Source: an optimization exercise on an open RTL-to-GDS flow (aim: a short achievable clock period and few clock cycles). Production flows keep margins and buffers that such runs may drop.
Power is estimated from default activity; no workload was simulated.

// CPU
module CPU(
    input clk,rst,
    input [31:0]mem_rdata,
    output [7:0]mem_addr,
    output [31:0]mem_wdata,
    output mem_we
    );
For scale: about 7500 cells after synthesis, ~2800 flip-flops, roughly 75 I/O pins, ~130000 um2 of cells after synthesis.
==> flow/config.mk <==
export PLATFORM = sky130hd
export DESIGN_NAME = CPU
export DESIGN_NICKNAME = CPU
export VERILOG_FILES = /design/flow/design.v
export SDC_FILE = /design/flow/constraint.sdc
export NUM_CORES = 8
export LEC_CHECK = 0
export ABC_CLOCK_PERIOD_IN_PS = 3000
export CAP_MARGIN = 20
export CORE_MARGIN = 2
export CORE_UTILIZATION = 30
export SETUP_SLACK_MARGIN = 5
export SLEW_MARGIN = 20
==> flow/constraint.sdc <==
create_clock -name core_clock -period 9.0 [get_ports {clk}]
set_input_delay 1.8000 -clock core_clock [delete_from_list [all_inputs] [get_ports {clk}]]
set_output_delay 1.8000 -clock core_clock [all_outputs]
set_load 0.01 [all_outputs]
run.sh (not shown) runs the stock make flow with config.mk's settings and CLKGATE_MAP_FILE= SYNTH_SCRIPT=/design/flow/synth_recipe.tcl, a recipe that flattens the netlist after the stock synthesis.
Next try:
--- a/flow/design.v
+++ b/flow/design.v
@@ -41,29 +41,21 @@
                 else if (w_wr && w_dst == g) r <= resW;
             assign rf_flat[g*32 +: 32] = r;
         end
     endgenerate
     reg         btb_v   [0:31];
     reg  [2:0]  btb_tag [0:31];
     reg  [7:0]  btb_tgt [0:31];
     reg  [1:0]  btb_ctr [0:31];
-    wire [4:0]  fidx  = fpc[4:0];
-    wire        f_hit = btb_v[fidx] && (btb_tag[fidx] == fpc[7:5]);
+    wire [4:0]  fidx  = maddr[4:0];
+    wire        f_hit = btb_v[fidx] && (btb_tag[fidx] == maddr[7:5]);
     wire [1:0]  f_ctr = btb_ctr[fidx];
     wire        f_pt  = f_hit && f_ctr[1];
-    wire [7:0]  f_npc = f_pt ? btb_tgt[fidx] : fpc + 8'd1;
-    localparam CB = 5;
-    localparam CN = 1 << CB;
-    reg         ic_v   [0:CN-1];
-    reg  [7-CB:0] ic_tag [0:CN-1];
-    reg  [31:0] ic_d   [0:CN-1];
-    wire [CB-1:0] cidx = fpc[CB-1:0];
-    wire        c_hit = ic_v[cidx] && (ic_tag[cidx] == fpc[7:CB]);
-    wire [31:0] f_inst = dcyc ? ic_d[cidx] : mem_rdata;
+    wire [7:0]  f_npc = f_pt ? btb_tgt[fidx] : maddr + 8'd1;
     wire        x_inv = x_sub | x_slt;
     wire [31:0] sum   = aX + bX + {31'd0, x_inv};
     wire        b31   = bX[31] ^ x_inv;                  
     wire        lt    = (aX[31] != b31) ? aX[31] : sum[31];
     wire [31:0] logic_res =
           ({32{x_and}} & (aX & bX))
         | ({32{x_or }} & (aX | bX))
         | ({32{x_xor}} & (aX ^ bX))
@@ -120,17 +112,17 @@
     wire [31:0] b_nx = fwb ? resW : rf_b;
     wire [31:0] valA = fxa ? xres : a_nx;
     wire [31:0] valB = fxb ? xres : b_nx;
     wire        d_inv = d_sub | d_slt;
     wire [31:0] b_sel = d_immop ? imm : valB;
     wire        stall = vD & d_mem & x_ld & fxa;
     wire [7:0]  base8 = (x_wr & (x_dst == rs) & ~x_ld) ? alu8 : a_nx[7:0];
     wire [7:0]  daddr = base8 + irD[7:0];
-    wire fetch  = (~dcyc | c_hit) & ~stall;
+    wire fetch  = ~dcyc;
     wire go_mem = vD & d_mem & ~stall & ~x_redir;         
     wire [7:0] nf = x_redir ? x_rtgt :
                     d_redir ? d_rtgt :
                     fetch   ? f_npc  : fpc;
     wire x_next = vD & ~stall & ~x_redir;                 
     integer i;
     always @(posedge clk or posedge rst) begin
         if (rst) begin
@@ -138,23 +130,21 @@
             mwe   <= 1'b0;
             dcyc  <= 1'b0;
             fpc   <= 8'd0;
             vD    <= 1'b0;
             {x_add, x_sub, x_and, x_or, x_xor, x_nor, x_slt} <= 7'd0;
             {x_ld, x_beq, x_bne, x_j, x_wr} <= 5'd0;
             w_wr  <= 1'b0;
             for (i = 0; i < 32; i = i + 1) btb_v[i] <= 1'b0;
-            for (i = 0; i < CN; i = i + 1) ic_v[i] <= 1'b0;
         end else begin
             fpc   <= nf;
             maddr <= go_mem ? daddr : nf;
             mwe   <= go_mem & d_st;
             dcyc  <= go_mem;
-            if (~dcyc) ic_v[cidx] <= 1'b1;
             if (stall)
                 vD <= 1'b1;
             else
                 vD <= fetch & ~x_redir & ~d_redir;
             if (x_next) begin
                 {x_add, x_sub, x_and, x_or, x_xor, x_nor, x_slt} <= {d_add, d_sub, d_and, d_or, d_xor, d_nor, d_slt};
                 {x_ld, x_beq, x_bne, x_j, x_wr} <= {d_ld, d_beq, d_bne, d_j, d_wr};
             end else begin
@@ -162,23 +152,19 @@
                 {x_ld, x_beq, x_bne, x_j, x_wr} <= 5'd0;
             end
             w_wr <= x_wr;
             if ((x_br & taken) | x_j)
                 btb_v[pcX[4:0]] <= 1'b1;
         end
     end
     always @(posedge clk) begin
-        if (~dcyc) begin
-            ic_d[cidx]   <= mem_rdata;
-            ic_tag[cidx] <= fpc[7:CB];
-        end
-        if (fetch) begin
-            irD  <= f_inst;
-            pcD  <= fpc;
+        if (fetch & ~stall) begin
+            irD  <= mem_rdata;
+            pcD  <= maddr;
             ptD  <= f_pt;
             hitD <= f_hit;
             ctrD <= f_ctr;
         end
         mwdata <= valB;
         x_dst <= d_dst;
         aX    <= valA;
         bX    <= b_sel ^ {32{d_inv}};
The changed run produced a clean layout.
Global-route usage increases by 0.95 points.
Power fell by well over a third.
Fmax goes down slightly.
Utilization came out lower by 0.45 points.
Setup slack degrades by 0.059 ns.
Sequential share of layout area decreases by 7.4 points.
Final area is lower by a quarter to a third.
Sequential cell count goes down by 1152.
Function was not checked in any run of this note: the RTL went through the layout flow alone.

==> afterwards: timing with drivers on the ports <==
No port has a modelled driver above. Below, the same layouts with a new extraction and two added sets of constraints.
Step 1 sets driving cells, clkbuf_16 on the clock port and buf_2 on the other inputs (assumed; they add their load-dependent delay and slew).
Step 2 adds t to the input delays and takes it off the output delays; t is the mean of the earliest and latest rising clock arrival at the registers after step 1. Input paths then give back, and output paths get back, about the clock's delay inside the block.
Three values: ideal ports, drivers, drivers and shift; two values: the first two.
| run | shift t [ns] | slack for setup (ns) | worst setup path after step 2 | clock arrival spread, ns | worst data-port slew with drivers (ns) |
|---|---|---|---|---|---|
| the first run | 0.999 | 4.667 / 4.667 / 4.629 | input, reset recovery | 0.089 / 0.088 | 0.11 |
| the second run | 0.942 | 4.608 / 4.608 / 4.608 | register to register | 0.075 / 0.075 | 0.20 |
After both steps setup and hold are still met in every run listed. For the first run, which loses most, drivers alone change the setup slack by 0.000 ns; drivers and shift together by -0.038 ns. The worst setup slack also covers recovery checks on asynchronous resets.
